From an optimization exercise on the open Yosys and OpenROAD flow, aimed at small area; shortcuts taken in it are not production practice.
Only simulation tests tie the RTL to the original design; equivalence was not proved.
No activity file was given, so power comes from the tool's default toggle rates.

[flow/config.mk]
export PLATFORM = sky130hd
export DESIGN_NAME = Control_unit
export DESIGN_NICKNAME = Control_unit
export VERILOG_FILES = /design/flow/design.v
export SDC_FILE = /design/flow/constraint.sdc
export NUM_CORES = 4
export LEC_CHECK = 0
export CAP_MARGIN = 20
export CORE_MARGIN = 2
export CORE_UTILIZATION = 40
export PLACE_DENSITY = 0.6
export SLEW_MARGIN = 20
[flow/constraint.sdc]
create_clock -name core_clock -period 6.0 [get_ports {clock}]
set_input_delay 1.2000 -clock core_clock [delete_from_list [all_inputs] [get_ports {clock}]]
set_output_delay 1.2000 -clock core_clock [all_outputs]
set_load 0.01 [all_outputs]
[flow/design.v]
`timescale 1ns / 1ps
module encryption(
input [7:0] bin,
output [7:0] G);
assign G[7] = bin[7];
assign G[6] = bin[7] ^ bin[6];
assign G[5] = bin[6] ^ bin[5];
assign G[4] = bin[5] ^ bin[4];
assign G[3] = bin[4] ^ bin[3];
assign G[2] = bin[3] ^ bin[2];
assign G[1] = bin[2] ^ bin[1];
assign G[0] = bin[1] ^ bin[0];
endmodule
`timescale 1ns / 1ps
module decryption(
input [7:0] G,  
output [7:0] bin    
        );
assign bin[7] =  G[7];
assign bin[6] =  G[7] ^ G[6];
assign bin[5] =  G[7] ^ G[6] ^ G[5];
assign bin[4] =  G[7] ^ G[6] ^ G[5] ^ G[4];
assign bin[3] =  G[7] ^ G[6] ^ G[5] ^ G[4] ^ G[3];
assign bin[2] =  G[7] ^ G[6] ^ G[5] ^ G[4] ^ G[3] ^ G[2];
assign bin[1] =  G[7] ^ G[6] ^ G[5] ^ G[4] ^ G[3] ^ G[2] ^ G[1];
assign bin[0] =  G[7] ^ G[6] ^ G[5] ^ G[4] ^ G[3] ^ G[2] ^ G[1] ^ G[0];
endmodule
`timescale 1ns / 1ps
module winner(votecount1,votecount2,votecount3,votecount4,winner); 
input [7:0]  votecount1,votecount2,votecount3,votecount4;  
output reg [2:0] winner;
always @ (votecount1 or votecount2 or votecount3 or votecount4)
begin 
if((votecount1>votecount2)&(votecount1>votecount3)&(votecount1>votecount4))
winner=3'b001;
else if((votecount2>votecount3)&(votecount2>votecount4)&(votecount2>votecount1))
winner=3'b010;
else if((votecount3>votecount1)&(votecount3>votecount4)&(votecount3>votecount2))
winner=3'b011;
else if((votecount4>votecount1)&(votecount4>votecount2)&(votecount4>votecount3))
winner=3'b100;
else
winner=3'b111;
end 
endmodule
`timescale 1ns / 1ps
module debouncing(
    input clock,
    input Reset,
    input en,
    input din,
    output dout,
    output drise
    );
 reg A, B,C;
always@(posedge clock)
begin
    if(Reset==1)
        begin
            A<=0;
            B<=0;
            C<=0;
        end
    else if(en)
        begin
            A<=din;
            B<=A;
            C<=B;
        end
    end
assign dout=A & B & ~C;
assign drise=en & din & A & ~B;
endmodule
`timescale 1ns / 1ps
module validate_vote(clk,rst,en,person,valid);
input clk,rst,en,person;
output valid;
wire unused_rise;
debouncing ak(clk,rst,en,person,valid,unused_rise);
endmodule
`timescale 1ns / 1ps
module clockdivision(
    input nClk,
    input Reset,
    output Clk190
    );
reg [2:0] Clk_Div;
    always@(posedge nClk)
    begin
        if(Reset==1)
            Clk_Div<=0;
        else
            Clk_Div<=Clk_Div+1;
        end
assign Clk190=(Clk_Div==3'b011);
endmodule
`timescale 1ns / 1ps
module clockdivision_1(
    input clock,
    input reset,
    output Clk2
    );
reg [3:0] Clk_Div;
    always@(posedge clock)
    begin
        if(reset==1)
            Clk_Div<=0;
        else
            Clk_Div<=Clk_Div+1;
        end
assign Clk2=(Clk_Div==4'b0111);
endmodule
`timescale 1ns / 1ps
module balloting_unit(
input clock,
input reset,
input candidate1,
input candidate2,
input candidate3,
input candidate4,
output validvote1,
output validvote2,
output validvote3,
output validvote4);
wire Clk2;
clockdivision_1 da(clock,reset,Clk2);
validate_vote v1(clock,reset,Clk2,candidate1,validvote1);
validate_vote v2(clock,reset,Clk2,candidate2,validvote2);
validate_vote v3(clock,reset,Clk2,candidate3,validvote3);
validate_vote v4(clock,reset,Clk2,candidate4,validvote4);
endmodule
`timescale 1ns / 1ps
module lock(
    input clock,
    input Reset,
    input en,
    input B,
    output reg Correct,
    output reg Incorrect
    );
    reg[3:0] present_state,next_state;
    parameter S0=4'b0000,S1=4'b0001,S2=4'b0010,S3=4'b0011,S4=4'b0100,E1=4'b0101,E2=4'b0110,E3=4'b0111,E4=4'b1000;
    always@(posedge clock)
    begin
    if(Reset==1)
    present_state<=S0;
    else if(en)
    present_state<=next_state;
    end
    always@(*)
    begin
    case (present_state)
    S0:if(B==1)
        next_state=S1;
        else
        next_state=E1;
    S1: if(B==0)
        next_state=S2;
        else
        next_state=E2;
    S2: if(B==1)
        next_state=S3;
        else
        next_state=E3;
    S3: if(B==0)
        next_state=S4;
        else
        next_state=E4;
    S4:next_state=S0;
    E1:next_state=E2;
    E2:next_state=E3;
    E3:next_state=E4;
    E4:next_state=S0;
    default: next_state=S0;
    endcase
    end
    always@(present_state)
    begin
    if(present_state==S4)
    begin
    Correct=1'b1;
    Incorrect=1'b0;
    end
    else if(present_state==E4)
    begin
    Incorrect=1'b1;
    Correct=1'b0;
    end
    else
    begin
    Correct=1'b0;
    Incorrect=1'b0;
    end
    end
endmodule
`timescale 1ns / 1ps
module password(
input clock,
input Reset,
input B0,
input B1,
output Correct,
output Incorrect
    );
    wire Clk190;
    wire ClkFSM;
    wire ClkFSM_rise;
    wire B;
    assign B=B0|B1;
    clockdivision n1(clock, Reset, Clk190);
    debouncing n2(clock,Reset,Clk190,B,ClkFSM,ClkFSM_rise);
    lock n3(clock,Reset,ClkFSM_rise,B1,Correct,Incorrect);
endmodule
`timescale 1ns / 1ps
module Control_unit(clock,reset,candidate1,candidate2,candidate3,candidate4,mode,UID,enter,B0,B1,led,votecount,result,totalvotes,vvpat_votedfor,pwrst,e_total_votes_casted);
input clock,reset,candidate1,candidate2,candidate3,candidate4,mode,B0,B1,enter;
input [5:0] UID;
input pwrst;
output reg [7:0] led;
output reg [3:0]votecount;
output reg [2:0] result;
output reg [7:0] totalvotes;
output reg [7:0] vvpat_votedfor;
output [7:0]e_total_votes_casted;
parameter s0=8'b00000001,s1=8'b00000010,s2=8'b00000011,s3=8'b00000100;
reg open;
reg [63:0]count; 
reg validvoter;
reg [3:0] votecount1,votecount2,votecount3,votecount4;
wire validvote1,validvote2,validvote3,validvote4,validvote;
wire [7:0] e_UID;
wire [7:0]d_total_votes_casted;
wire [7:0] total_votes_casted;
wire [2:0] winner;
wire Clk2;
wire flag,flag2;
clockdivision_1 da(clock,reset,Clk2); 
balloting_unit BU(clock,reset,candidate1,candidate2,candidate3,candidate4,validvote1,validvote2,validvote3,validvote4);
assign validvote=validvote1|validvote2|validvote3|validvote4;
always@(*) 
begin
if(validvote & mode==1 & count[UID]==0 & validvoter)
led[0]<=1'b1;
else
led[0]<=1'b0;
end
always@(*) 
begin
if(mode==1'b1)
led[7]<=1'b1;
else
led[7]<=1'b0;
led[5:1]<=5'b00000; 
end
always@(posedge clock) 
begin
if(reset==1)
begin
 votecount1<=0;
 votecount2<=0;
 votecount3<=0;
 votecount4<=0;
 count<=0;
end
else if(Clk2 && mode==1)
begin
if(validvoter)
begin
if(count[UID]==0)
begin
if(validvote1)
begin
votecount1<=votecount1+1;
count[UID]<=1;
end
else if(validvote2)
begin
votecount2<=votecount2+1;
count[UID]<=1;
end
else if(validvote3)
begin
votecount3<=votecount3+1;
count[UID]<=1;
end
else if(validvote4)
begin
votecount4<=votecount4+1;
count[UID]<=1;
end
end
end
end
end
assign total_votes_casted=votecount1+votecount2+votecount3+votecount4;
encryption e1(total_votes_casted,e_total_votes_casted); 
decryption d1(e_total_votes_casted,d_total_votes_casted);
password pw(clock,pwrst,B0,B1,flag,flag2); 
winner win(votecount1,votecount2,votecount3,votecount4,winner); 
always@(*) 
begin 
if(mode==0 && flag==1)
begin
led[6]<=1'b1;
open<=1;
end
else
begin
led[6]<=1'b0;
open<=0;
end
end
always@(*) 
begin
if(mode==1'b0 && open==1)
begin
result<=winner;
totalvotes=d_total_votes_casted;
if(reset==1)
votecount<=0;
else if(candidate1==1)
votecount<=votecount1;
else if(candidate2==1)
votecount<=votecount2;
else if(candidate3==1)
votecount<=votecount3;
else if(candidate4==1)
votecount<=votecount4;
else 
votecount<=0;
end
else 
begin
result<=0;
totalvotes<=0;
votecount<=0;
end
end
encryption e3({2'b00,UID},e_UID); 
always @(*) 
    begin
    if(reset==1)
    begin
        validvoter=0;
    end
    else if(enter)
      begin
      validvoter=0;
        case(e_UID)
             8'h03:begin validvoter=1; end
             8'h06:begin validvoter=1; end
             8'h05:begin validvoter=1; end
             8'h0C:begin validvoter=1; end
             8'h0F:begin validvoter=1; end
             8'h04:begin validvoter=1; end
             8'h0A:begin validvoter=1; end
             8'h09:begin validvoter=1; end
             8'h18:begin validvoter=1; end
             8'h1B:begin validvoter=1; end
             8'h1E:begin validvoter=1; end
             8'h19:begin validvoter=1; end
             8'h1A:begin validvoter=1; end
             8'h1F:begin validvoter=1; end
             8'h17:begin validvoter=1; end
             8'h22:begin validvoter=1; end
             8'h11:begin validvoter=1; end
             8'h20:begin validvoter=1; end
             8'h13:begin validvoter=1; end
             8'h30:begin validvoter=1; end
             8'h33:begin validvoter=1; end
             8'h23:begin validvoter=1; end
             8'h35:begin validvoter=1; end
             8'h31:begin validvoter=1; end
             8'h32:begin validvoter=1; end
             8'h37:begin validvoter=1; end
             8'h24:begin validvoter=1; end
             8'h34:begin validvoter=1; end
             8'h3F:begin validvoter=1; end
             8'h3A:begin validvoter=1; end
             8'h39:begin validvoter=1; end
             8'h3E:begin validvoter=1; end
             8'h3B:begin validvoter=1; end
             8'h28:begin validvoter=1; end
             8'h29:begin validvoter=1; end
             8'h2A:begin validvoter=1; end 
         default:validvoter=0;                               
      endcase
      end
      else
      validvoter=0;
      end
always@(*) 
begin
if(mode)
begin
if(reset)
vvpat_votedfor<=0;
else if(validvote1 & count[UID]==0 & validvoter)
vvpat_votedfor<=s0;
else if(validvote2 & count[UID]==0 & validvoter)
vvpat_votedfor<=s1;
else if(validvote3 & count[UID]==0 & validvoter)
vvpat_votedfor<=s2;
else if(validvote4 & count[UID]==0 & validvoter)
vvpat_votedfor<=s3;
else 
vvpat_votedfor<=0;
end
else
vvpat_votedfor<=0;
end
endmodule
[flow/run.sh]
#!/bin/bash
# synth_recipe.tcl (not shown) runs the flow's synth.tcl, then flattens the netlist and writes it again
# the make line also repeats each setting of config.mk as NAME=value (left out here)
make -C /OpenROAD-flow-scripts/flow DESIGN_CONFIG=/design/flow/config.mk WORK_HOME=/design/flow/orfs CLKGATE_MAP_FILE= SYNTH_SCRIPT=/design/flow/synth_recipe.tcl finish
==> qor.txt <==
Total GRT Usage -> 18.6%
Worst-case vdd ir drop -> 0.000145 V
ANT nets after route -> 0
Detailed Place HPWL -> 11900 um
I/O Pins -> 56
Final Instance Area -> 7600 um^2
Crit-path max FO -> 25
Final min period -> 5.77 ns
Share of layout cells above drive strength 1 -> 9.52%
Rel. slew slack -> 45.9%
Nets -> 842
Chip width -> 134 um
DRC viols -> 0
Yosys reg bits -> 109
Storage cell area -> 2180 um^2
Top FF cell, synth -> dfxtp_1
Clk sinks -> 109
Critical Path RT -> 4.80 ns
Initial Util -> 40.8%
Final GP Congestion -> 0.919
Iter 0 DRT Violations -> 482
Pre-CTS setup slack -> -0.0498 ns
Synth Instances -> 754
Average cell area after synthesis -> 8.98 um^2
Number of enable flip-flop cells after synthesis -> 0
Fill count -> 1617
Post-Syn Area -> 6770 um^2
Synth top area share -> 32.2%
RSZ-0062 raised after global routing -> no
Multi-input logic area -> 4110 um^2
Via count -> 5410
Worst EP arrival -> 4.57 ns
Endpoints failing hold -> 0
Lkg Pwr -> 2.81 nW
Initial antenna violation count -> 0
Pin count of the biggest net entering global routing -> 77
WP buf/inv -> 4
IO Port Bufs -> 41
Die area -> 18000 um^2
Vias per inst -> 5.43
Netlist cell types -> 55
Worst-margin pin slew -> 0.806 ns
TritonCTS buffer count -> 9
Asr flop ratio synth -> 0%
Worst min path class -> flip-flop to flip-flop
Postcts setup bufs -> 0
CTS tree -> yes
Max-cap violations -> 0
Startpoint class of the critical path -> input port
Power Total -> 0.00145 W
Ranking of synthesized cells by area -> dfxtp_1 32%, ha_1 8.3%, nand2b_1 6.2%
Commonest non-fill, non-tap cell in the layout -> dfxtp_1
Worst setup EP type -> output pin
Final setup violation count -> 0
Slowest stage delay, CP -> 0.62 ns
CTS Buffer Depth -> 2
Count of pins over their slew limit -> 0
Clock H-tree levels -> 3
Most frequent CP cell -> clkdlybuf4s50_1
Post-Route WL -> 16200 um
Worst-Skew Late Latency -> 0.36 ns
Tcrit/Tclk final -> 96.2%
Final Skew -> 0.00886 ns
Crit Path Class -> input port to output pin
Std cell rows -> 47
Detailed Routing Iterations Pass 1 -> 5
Vias in the first global route -> 5365
Clock root cell -> clkbuf_16
Register area share after synthesis -> 32.2%
Fmax -> 0.173 GHz
Placed inst area -> 7290 um^2
Family with the most delay on the worst path -> buffers and inverters
Die height -> 134 um
Status -> finished clean
First-pass GRT wire length -> 26700 um
Yosys warnings -> 10
Crit path cell chain -> clkdlybuf4s50_1 > buf_12 > inv_1 > ha_1 > a21o_1 > a21oi_1 > o211ai_1 > o31a_1 > or4b_4 > a211oi_1 > clkdlybuf4s50_1
Fin Hold WS -> 0.427 ns
Clock transition at path regs -> 0.07 ns
Overflow after GRT -> 0
Top cell type by total area after synthesis -> dfxtp_1
Slowest-stage cell, CP -> clkdlybuf4s50_1
Area Overhead vs Synth -> 12.2%
Commonest non-fill, non-tap cells in the layout -> 109 x dfxtp_1, 75 x nor2_1, 67 x nand2b_1
Average wire per standard cell -> 16.2 um
Pwr dens -> 190 nW/um^2
Slack of the critical path -> 0.227 ns
Core ar. -> 16600 um^2
Diode count -> 0
[synthesized netlist by cell type (all sizes together), types with 6 or more instances]
library cell and instances:
o32ai 16, clkbuf 33, o31ai 47, nor3 15, nand3b 6, nor4b 14
nand3 11, mux2 16, a211oi 6, mux2i 18, inv 51, a21oi 17
nand2 36, dfxtp 109, xnor2 13, buf 31, fa 8, ha 45
nand2b 67, nor2 75, o211ai 6, xor2 7, mux4 15, nor3b 6
nor2b 18, o21ai 19
[metrics by stage]
step / setup TNS (ns) / util, % / instances
finish: 0 / 45.8 / 997
global route: 0 / 45.8 / 997
CTS: 0 / 45.7 / 997
detailed placement: -0.0498 / 44.0 / 981
global placement: -0.0340 / 44.0 / 981
floorplan: 0 / - / 767
[layout make-up]
type / instances / area share, %
Clock buffer: 10 / 3.15
Tap cell: 220 / 3.62
Timing Repair Buffer: 58 / 7.26
Sequential cell: 109 / 28.7
Multi-Input combinational cell: 543 / 54.1
Inverter: 51 / 2.52
Clock inverter: 6 / 0.609
[layer usage]
layer | wire length, um | track usage [%] | vias up
met1 | 7230 | 23.8 | 2575
met5 | 0 | 0 | -
li1 | - | - | 2685
met4 | 354 | 5.56 | 0
met2 | 7860 | 31.7 | 121
met3 | 708 | 3.97 | 29
[state kept, by name, summed over array words and instances, names as in the netlist, 3 cells and up]
name / count
votecount4: 4
votecount3: 4
pw.n3.present_state: 4
BU.da.Clk_Div: 4
votecount1: 4
da.Clk_Div: 4
pw.n1.Clk_Div: 3
votecount2: 4
count: 64
[final timing paths]
path                            slack, ns             start  depth (start not counted)                 to
worst max-delay path                 0.23            UID[0]                         11  vvpat_votedfor[0]
worst min-delay path                 0.43  pw.n1.Clk_Div[0]                          1   pw.n1.Clk_Div[0]
worst max register to register       3.43         count[55]                          7           count[8]
worst min register to register       0.43  pw.n1.Clk_Div[0]                          1   pw.n1.Clk_Div[0]
[cell families after synthesis]
| family | Yosys count | synth area share (%) |
|---|---|---|
| adder cells (fa/ha/maj) | 53 | 10.7 |
| AO/OA/AOI/OAI | 135 | 14.5 |
| other | 1 | 0.0554 |
| AND/OR/NAND/NOR | 272 | 21.6 |
| XOR/XNOR | 20 | 2.59 |
| buffers and inverters | 115 | 8.04 |
| flip-flops | 109 | 32.2 |
| multiplexers | 49 | 10.3 |
[timing repair]
item,in CTS,in global routing
setup endpoints to repair,1,4
cloned,0,0
gates resized for setup,1,3
endpoints found under the hold margin,0,0
hold buffers,0,0
[where the power goes]
part	switching [W]	total (W)	internal (W)	leakage [nW]
sequential	0.00000370	0.000732	0.000728	0.879
clock	0.000276	0.000572	0.000296	0.140
combinational	0.0000850	0.000141	0.0000561	1.79

[afterwards: timing with drivers on the ports]
How much do the figures lean on ideal ports? The routed layout below was timed once more, with nothing changed but the port constraints. Step 1 (the two cells are an assumption about what drives the block):
set clk [get_ports {clock}]
set_driving_cell -lib_cell sky130_fd_sc_hd__clkbuf_16 $clk
set_driving_cell -lib_cell sky130_fd_sc_hd__buf_2 [delete_from_list [all_inputs] $clk]
Step 2 adds t to the input delays and takes it off the output delays; t is the mean of the earliest and latest rising clock arrival at the registers after step 1. Input paths then give back, and output paths get back, about the clock's delay inside the block. Three values: ideal, step 1, step 2; two values: the first two.
t (ns): 0.394
slack for setup (ns): 0.227 / 0.200 / 0.200
worst setup path at the end: input to output
After both steps setup and hold are still met in this run. For this run, drivers alone change the setup slack by -0.027 ns; drivers and shift together by -0.027 ns.
